Background: an optimization exercise with open tools, aiming at small area, a short achievable clock period and few clock cycles per item. Do not read the settings as production practice. Only simulation tests tie the RTL to the original design; equivalence was not proved.

## milestone1
module milestone1 (
    input  logic        CLOCK_50_I,
    input  logic        resetn,
    input  logic        M1_start,
    input  logic [15:0] SRAM_read_data,
    output logic [15:0] SRAM_write_data,
    output logic [17:0] SRAM_address,
    output logic        SRAM_we_n,
    output logic        M1_done
);
clock: 10.5 ns
lec_check: 0
cap_margin: 20
core_margin: 2
core_utilization: 40
cts_buf_list: sky130_fd_sc_hd__clkbuf_16
cts_cluster_diameter: 80
cts_cluster_size: 24
setup_slack_margin: 5
slew_margin: 20
synth_hierarchical: 1
synth_minimum_keep_size: 0
standard.sh (not shown) runs the stock make flow with config.mk's settings and CLKGATE_MAP_FILE= SYNTH_SCRIPT=/design/flow/synth_recipe.tcl, a recipe that flattens the netlist after the stock synthesis.
==> flow/flow/run.sh <==
#!/bin/bash
set -euo pipefail
sed 's/SETUP_SLACK_MARGIN=5 /SETUP_SLACK_MARGIN=6.7 /' standard.sh > standard_m.sh
grep -q 'SETUP_SLACK_MARGIN=6.7 ' standard_m.sh
bash standard_m.sh > standard_m.log 2>&1
The starting point finished with timing, DRC and antenna clean.
Testbench counts at the start, summed over its fixed seeds: cycles 1,152,162, pixels 460,800.
==> next run, changes <==
==> flow/flow/run.sh (replaced) <==
#!/bin/bash
set -euo pipefail
sed 's/SETUP_SLACK_MARGIN=5 /SETUP_SLACK_MARGIN=7 /' standard.sh > standard_m.sh
grep -q 'SETUP_SLACK_MARGIN=7 ' standard_m.sh
bash standard_m.sh > standard_m.log 2>&1
CORE_UTILIZATION = 55   (was 40)
PLACE_DENSITY = 0.7   (was unset)
The new run completed without violations; routed wire length is lower by 1.3%; cell area barely changes; sequential share of layout area stays flat; clock-buffer cell count is lower by 2; first-iteration DRC count is lower by 2.9%; non-clock buffer count is higher by 29; area after synthesis does not change.
==> next run, changes <==
==> flow/flow/run.sh (replaced) <==
#!/bin/bash
set -euo pipefail
sed "s/SETUP_SLACK_MARGIN=5 /SETUP_SLACK_MARGIN=7 BUFFER_PORTS_ARGS='-buffer_cell sky130_fd_sc_hd__buf_2' /" standard.sh > standard_m.sh
grep -q 'SETUP_SLACK_MARGIN=7 ' standard_m.sh
bash standard_m.sh > standard_m.log 2>&1
CORE_UTILIZATION = 40   (was 55)
PLACE_DENSITY = unset   (was 0.7)
After rerunning:
- die area increases by 37%
- utilization fell by 17 points
- sequential share of layout area barely changes


Setup of run A:
Starting RTL as in the previous note.
// milestone1
module milestone1 (
    input  logic        CLOCK_50_I,
    input  logic        resetn,
    input  logic        M1_start,
    input  logic [15:0] SRAM_read_data,
    output logic [15:0] SRAM_write_data,
    output logic [17:0] SRAM_address,
    output logic        SRAM_we_n,
    output logic        M1_done
);
==> flow/config.mk <==
export PLATFORM = sky130hd
export DESIGN_NAME = milestone1
export DESIGN_NICKNAME = milestone1
export VERILOG_FILES = /design/flow/design.v
export SDC_FILE = /design/flow/constraint.sdc
export NUM_CORES = 4
export LEC_CHECK = 0
export CAP_MARGIN = 20
export CORE_MARGIN = 2
export CORE_UTILIZATION = 40
export CTS_BUF_LIST = sky130_fd_sc_hd__clkbuf_16
export CTS_CLUSTER_DIAMETER = 80
export CTS_CLUSTER_SIZE = 24
export SETUP_SLACK_MARGIN = 5
export SLEW_MARGIN = 20
export SYNTH_HIERARCHICAL = 0
==> flow/constraint.sdc <==
create_clock -name core_clock -period 10.5 [get_ports {CLOCK_50_I}]
set_input_delay 2.1000 -clock core_clock [delete_from_list [all_inputs] [get_ports {CLOCK_50_I}]]
set_output_delay 2.1000 -clock core_clock [all_outputs]
set_load 0.01 [all_outputs]
==> flow/flow/run.sh <==
#!/bin/bash
set -euo pipefail
sed "s/SETUP_SLACK_MARGIN=5 /SETUP_SLACK_MARGIN=7.4 BUFFER_PORTS_ARGS='-buffer_cell sky130_fd_sc_hd__buf_1' /" standard.sh > standard_m.sh
grep -q 'SETUP_SLACK_MARGIN=7.4 ' standard_m.sh
bash standard_m.sh > standard_m.log 2>&1
Testbench counts of run A, summed over its fixed seeds: cycles 1,152,162, pixels 460,800.
Edits applied to the flow inputs when going from run A to run B:
==> flow/flow/run.sh <==
#!/bin/bash
set -euo pipefail
sed "s/SETUP_SLACK_MARGIN=5 /SETUP_SLACK_MARGIN=7 BUFFER_PORTS_ARGS='-buffer_cell sky130_fd_sc_hd__buf_1' /" standard.sh > standard_m.sh
grep -q 'SETUP_SLACK_MARGIN=7 ' standard_m.sh
bash standard_m.sh > standard_m.log 2>&1
Run B vs. run A: worst max-slew margin expressed relative to the limit went down by 12 points, count of clock-buffer cells in the layout +8.3%. Comparing the two runs side by side, run B comes out ahead of run A on worst hold slack across all endpoints. On final worst-path setup slack, run A and run B are neck and neck. Area of the multi-input gates was lower in the run labelled run B. Taking run A over run B, the met2 wire length ratio works out to 1.07. Looking at fraction of final layout cells with drive strength greater than 1, run B sits 8.7 points lower than run A does.
#### Input delta (run C over run B)
Settings: changing SYNTH_HIERARCHICAL from 0 to 1; setting SYNTH_MINIMUM_KEEP_SIZE to 0 for the first time.
==> flow/flow/run.sh <==
#!/bin/bash
set -euo pipefail
sed 's/SETUP_SLACK_MARGIN=5 /SETUP_SLACK_MARGIN=7 /' standard.sh > standard_m.sh
grep -q 'SETUP_SLACK_MARGIN=7 ' standard_m.sh
bash standard_m.sh > standard_m.log 2>&1
Results
Run C reached the final stage; the timing, design-rule and antenna checks on its layout passed. | area taken by flip-flops and latches | run B vs run C | ≈ equal |. On fmax, run B loses to run C. Run B reports its slowest cell on the critical path as sky130_fd_sc_hd__fa_2 while run C reports sky130_fd_sc_hd__fa_1. NOTE wire length run B->run C increased by a few percent.


milestone1, a different RTL version from the one above (not shown whole).
Size: roughly 55 I/O pins, ~25,000 um2 of cells after synthesis.
// milestone1
module milestone1 (
    input  logic        CLOCK_50_I,
    input  logic        resetn,
    input  logic        M1_start,
    input  logic [15:0] SRAM_read_data,
    output logic [15:0] SRAM_write_data,
    output logic [17:0] SRAM_address,
    output logic        SRAM_we_n,
    output logic        M1_done
);
localparam logic [17:0] U_BASE   = 18'd38400;
localparam logic [17:0] V_BASE   = 18'd57600;
localparam logic [17:0] RGB_BASE = 18'd146944;
logic        run;          
logic        pro_n;        
logic        wr;           
logic [4:0]  ph;           
logic [15:0] k;            
logic [7:0]  jc;           
logic [17:0] wa;           
logic [7:0] us [0:5];
logic [7:0] vs [0:5];
logic [7:0] ubuf, vbuf;
wire u_in = !k[0];                  
always_ff @(posedge CLOCK_50_I) begin
    if (ph[1]) begin
        us[0] <= us[1]; us[1] <= us[2]; us[2] <= us[3]; us[3] <= us[4]; us[4] <= us[5];
        us[5] <= u_in ? SRAM_read_data[15:8] : ubuf;
        if (u_in) ubuf <= SRAM_read_data[7:0];
        vs[0] <= vs[1]; vs[1] <= vs[2]; vs[2] <= vs[3]; vs[3] <= vs[4]; vs[4] <= vs[5];
        vs[5] <= !u_in ? SRAM_read_data[15:8] : vbuf;
  ...
==> flow/config.mk <==
export PLATFORM = sky130hd
export DESIGN_NAME = milestone1
export DESIGN_NICKNAME = milestone1
export VERILOG_FILES = /design/flow/design.v
export SDC_FILE = /design/flow/constraint.sdc
export NUM_CORES = 4
export LEC_CHECK = 0
export ABC_AREA = 1
export CAP_MARGIN = 20
export CORE_MARGIN = 2
export CORE_UTILIZATION = 40
export CTS_BUF_LIST = sky130_fd_sc_hd__clkbuf_16
export CTS_CLUSTER_DIAMETER = 80
export CTS_CLUSTER_SIZE = 24
export SETUP_SLACK_MARGIN = 5
export SLEW_MARGIN = 20
export SYNTH_HIERARCHICAL = 1
export SYNTH_MINIMUM_KEEP_SIZE = 0
==> flow/constraint.sdc <==
create_clock -name core_clock -period 10.5 [get_ports {CLOCK_50_I}]
set_input_delay 2.1000 -clock core_clock [delete_from_list [all_inputs] [get_ports {CLOCK_50_I}]]
set_output_delay 2.1000 -clock core_clock [all_outputs]
set_load 0.01 [all_outputs]
==> flow/flow/run.sh <==
#!/bin/bash
set -euo pipefail
sed "s/SETUP_SLACK_MARGIN=5 /SETUP_SLACK_MARGIN=7.2 BUFFER_PORTS_ARGS='-buffer_cell sky130_fd_sc_hd__buf_1' /" standard.sh > standard_m.sh
grep -q 'SETUP_SLACK_MARGIN=7.2 ' standard_m.sh
bash standard_m.sh > standard_m.log 2>&1
Testbench counts at the start, summed over its fixed seeds: cycles 1,152,162, pixels 460,800.
Then changed:
==> flow/flow/run.sh (replaced) <==
#!/bin/bash
set -euo pipefail
sed "s/SETUP_SLACK_MARGIN=5 /SETUP_SLACK_MARGIN=7 BUFFER_PORTS_ARGS='-buffer_cell sky130_fd_sc_hd__buf_1' /" standard.sh > standard_m.sh
grep -q 'SETUP_SLACK_MARGIN=7 ' standard_m.sh
bash standard_m.sh > standard_m.log 2>&1
=> Global-route usage decreases by 0.31 points. Flip-flop and latch count stays the same. Routed wire length decreases by 2.7%. Critical path depth stays the same. Die area stays the same. Non-clock buffer count decreases by 20.
Then changed:
--- a/flow/config.mk
+++ b/flow/config.mk
@@ -15,4 +15,3 @@
 export SETUP_SLACK_MARGIN = 5
 export SLEW_MARGIN = 20
-export SYNTH_HIERARCHICAL = 1
-export SYNTH_MINIMUM_KEEP_SIZE = 0
+export SYNTH_HIERARCHICAL = 0
Area after synthesis is lower by a few percent. Maximum frequency is about the same. Die area is lower by a few percent. Routed wire length is lower by a few percent. Via count is lower by a few percent. Utilization is higher by 1.6 points. First-iteration DRC count is higher by roughly a tenth.
Then changed:
==> flow/flow/run.sh (replaced) <==
#!/bin/bash
set -euo pipefail
sed "s/SETUP_SLACK_MARGIN=5 /SETUP_SLACK_MARGIN=7.2 BUFFER_PORTS_ARGS='-buffer_cell sky130_fd_sc_hd__buf_1' /" standard.sh > standard_m.sh
grep -q 'SETUP_SLACK_MARGIN=7.2 ' standard_m.sh
bash standard_m.sh > standard_m.log 2>&1
What happened: The new run passed the timing, design-rule and antenna checks. Final area is higher slightly. Wire length is higher by a few percent. First-iteration DRC count is lower by a little under a tenth. Synthesized cell count does not change. Clock-buffer cell count is lower by 1.
Then changed:
==> flow/flow/run.sh (replaced) <==
#!/bin/bash
set -euo pipefail
sed "s/SETUP_SLACK_MARGIN=5 /SETUP_SLACK_MARGIN=7 BUFFER_PORTS_ARGS='-buffer_cell sky130_fd_sc_hd__buf_1' /" standard.sh > standard_m.sh
grep -q 'SETUP_SLACK_MARGIN=7 ' standard_m.sh
bash standard_m.sh > standard_m.log 2>&1
--- a/flow/config.mk
+++ b/flow/config.mk
@@ -6,5 +6,4 @@
 export NUM_CORES = 4
 export LEC_CHECK = 0
-export ABC_AREA = 1
 export CAP_MARGIN = 20
 export CORE_MARGIN = 2
@@ -15,3 +14,4 @@
 export SETUP_SLACK_MARGIN = 5
 export SLEW_MARGIN = 20
-export SYNTH_HIERARCHICAL = 0
+export SYNTH_HIERARCHICAL = 1
+export SYNTH_MINIMUM_KEEP_SIZE = 0
After rerunning:
- The new run completed without violations
- via count falls by 7.4%
- hold slack is better by 0.021 ns
- core utilization falls by 2.4 points
- design area falls by 0.83%
- sequential cell count stays the same
- clock-buffer cell count rises by 1
- die area rises by 4.4%
- area after synthesis rises by 4.5%
- global-route usage falls by 1.8 points


## indigo
Another version of the RTL of milestone1 (not shown whole).
Size in the first run: roughly 27000 um2 of cells after synthesis.
Design milestone1, start of the top module:
module milestone1 (
    input  logic        CLOCK_50_I,
    input  logic        resetn,
    input  logic        M1_start,
    input  logic [15:0] SRAM_read_data,
    output logic [15:0] SRAM_write_data,
    output logic [17:0] SRAM_address,
    output logic        SRAM_we_n,
    output logic        M1_done
);
localparam logic [17:0] U_BASE   = 18'd38400;
localparam logic [17:0] V_BASE   = 18'd57600;
localparam logic [17:0] RGB_BASE = 18'd146944;
logic        run;          
logic        pro_n;        
logic        wr;           
logic [4:0]  ph;           
logic [15:0] k;            
logic [7:0]  jc;           
logic [17:0] wa;           
logic [7:0] us [0:6];
logic [7:0] vs [0:6];
always_ff @(posedge CLOCK_50_I) begin
    if (ph[1]) begin
        if (!k[0]) begin
            us[0] <= us[2]; us[1] <= us[3]; us[2] <= us[4]; us[3] <= us[5]; us[4] <= us[6];
            us[5] <= SRAM_read_data[15:8]; us[6] <= SRAM_read_data[7:0];
        end else begin
            vs[0] <= vs[2]; vs[1] <= vs[3]; vs[2] <= vs[4]; vs[3] <= vs[5]; vs[4] <= vs[6];
            vs[5] <= SRAM_read_data[15:8]; vs[6] <= SRAM_read_data[7:0];
        end
    end
end
logic use_v;                        
logic c_odd;
logic sA, sB, sC, sD, sE, sF, sG, sH, sI, sJ, sK, sL;
wire j0 = (jc == 8'd0), j1 = (jc == 8'd1), j157 = (jc == 8'd157);
wire j158 = (jc == 8'd158), j159 = (jc == 8'd159);
wire ne = !jc[0] && !j0 && !j158;
  ...
==> flow/config.mk <==
export PLATFORM = sky130hd
export DESIGN_NAME = milestone1
export DESIGN_NICKNAME = milestone1
export VERILOG_FILES = /design/flow/design.v
export SDC_FILE = /design/flow/constraint.sdc
export NUM_CORES = 4
export LEC_CHECK = 0
export CAP_MARGIN = 20
export CORE_MARGIN = 2
export CORE_UTILIZATION = 40
export CTS_BUF_LIST = sky130_fd_sc_hd__clkbuf_4 sky130_fd_sc_hd__clkbuf_8
export SETUP_SLACK_MARGIN = 5
export SLEW_MARGIN = 20
export SYNTH_HIERARCHICAL = 1
export SYNTH_MINIMUM_KEEP_SIZE = 0
==> flow/constraint.sdc <==
create_clock -name core_clock -period 10.5 [get_ports {CLOCK_50_I}]
set_input_delay 2.1000 -clock core_clock [delete_from_list [all_inputs] [get_ports {CLOCK_50_I}]]
set_output_delay 2.1000 -clock core_clock [all_outputs]
set_load 0.01 [all_outputs]
==> flow/flow/run.sh <==
#!/bin/bash
set -euo pipefail
sed 's/SETUP_SLACK_MARGIN=5 /SETUP_SLACK_MARGIN=7 /' standard.sh > standard_m.sh
grep -q 'SETUP_SLACK_MARGIN=7 ' standard_m.sh
bash standard_m.sh > standard_m.log 2>&1
Testbench counts of indigo, summed over its fixed seeds: cycles 1,152,162, pixels 460,800.
Setup changes, indigo to xenon
- CTS_BUF_LIST: sky130_fd_sc_hd__clkbuf_4 sky130_fd_sc_hd__clkbuf_8 -> unset
==> run notes <==
Total length of routed met3 wires: xenon higher than indigo
Sort indigo and xenon by share of the clock period used by the worst path, descending, and xenon comes first.
Of xenon and indigo, it is xenon that has the higher average routed wire per standard cell.
Fmax: xenon below indigo
Going from indigo to xenon, growth of design area from synthesis to finish decreased 0.77 points.

[separate check: timing with driven ports]
Ports are ideal in the flow. The routed layouts listed here were re-timed in OpenROAD. Step 1, drivers: a clkbuf_16 drives CLOCK_50_I and a buf_2 each remaining input, both assumed. Step 2 times the ports against the registers' clock, not the clock port: input delays grow and output delays shrink by t, the midpoint of the rising clock arrivals with the driver on. Three values: ideal, step 1, step 2; two values: the first two.
run	t, ns	setup slack, ns	latest minus earliest clock arrival (ns)
the first run of note 1	0.659	6.855 / 6.794 / 6.472	0.047 / 0.047
the second run of note 1	0.625	6.991 / 6.991 / 6.564	0.032 / 0.033
the third run of note 1	0.659	6.981 / 6.981 / 6.866	0.047 / 0.047
run A	0.635	6.835 / 6.835 / 6.835	0.033 / 0.033
run B	0.631	6.838 / 6.838 / 6.675	0.044 / 0.044
run C	0.657	6.984 / 6.984 / 6.586	0.028 / 0.027
the first run of note 3	0.662	7.121 / 7.061 / 7.168	0.053 / 0.052
the second run of note 3	0.643	7.106 / 7.046 / 7.140	0.032 / 0.032
the third run of note 3	0.646	7.101 / 7.044 / 6.899	0.027 / 0.028
the fourth run of note 3	0.641	7.154 / 7.099 / 6.885	0.025 / 0.025
the fifth run of note 3	0.656	6.981 / 6.981 / 6.788	0.030 / 0.030
indigo	0.742	6.991 / 6.991 / 6.694	0.067 / 0.067
xenon	0.649	6.969 / 6.969 / 6.692	0.055 / 0.054
After both steps setup and hold are still met in every run listed. The setup slack of the second run of note 1, which loses most, moves by 0.000 ns with the drivers and by -0.427 ns with both steps.
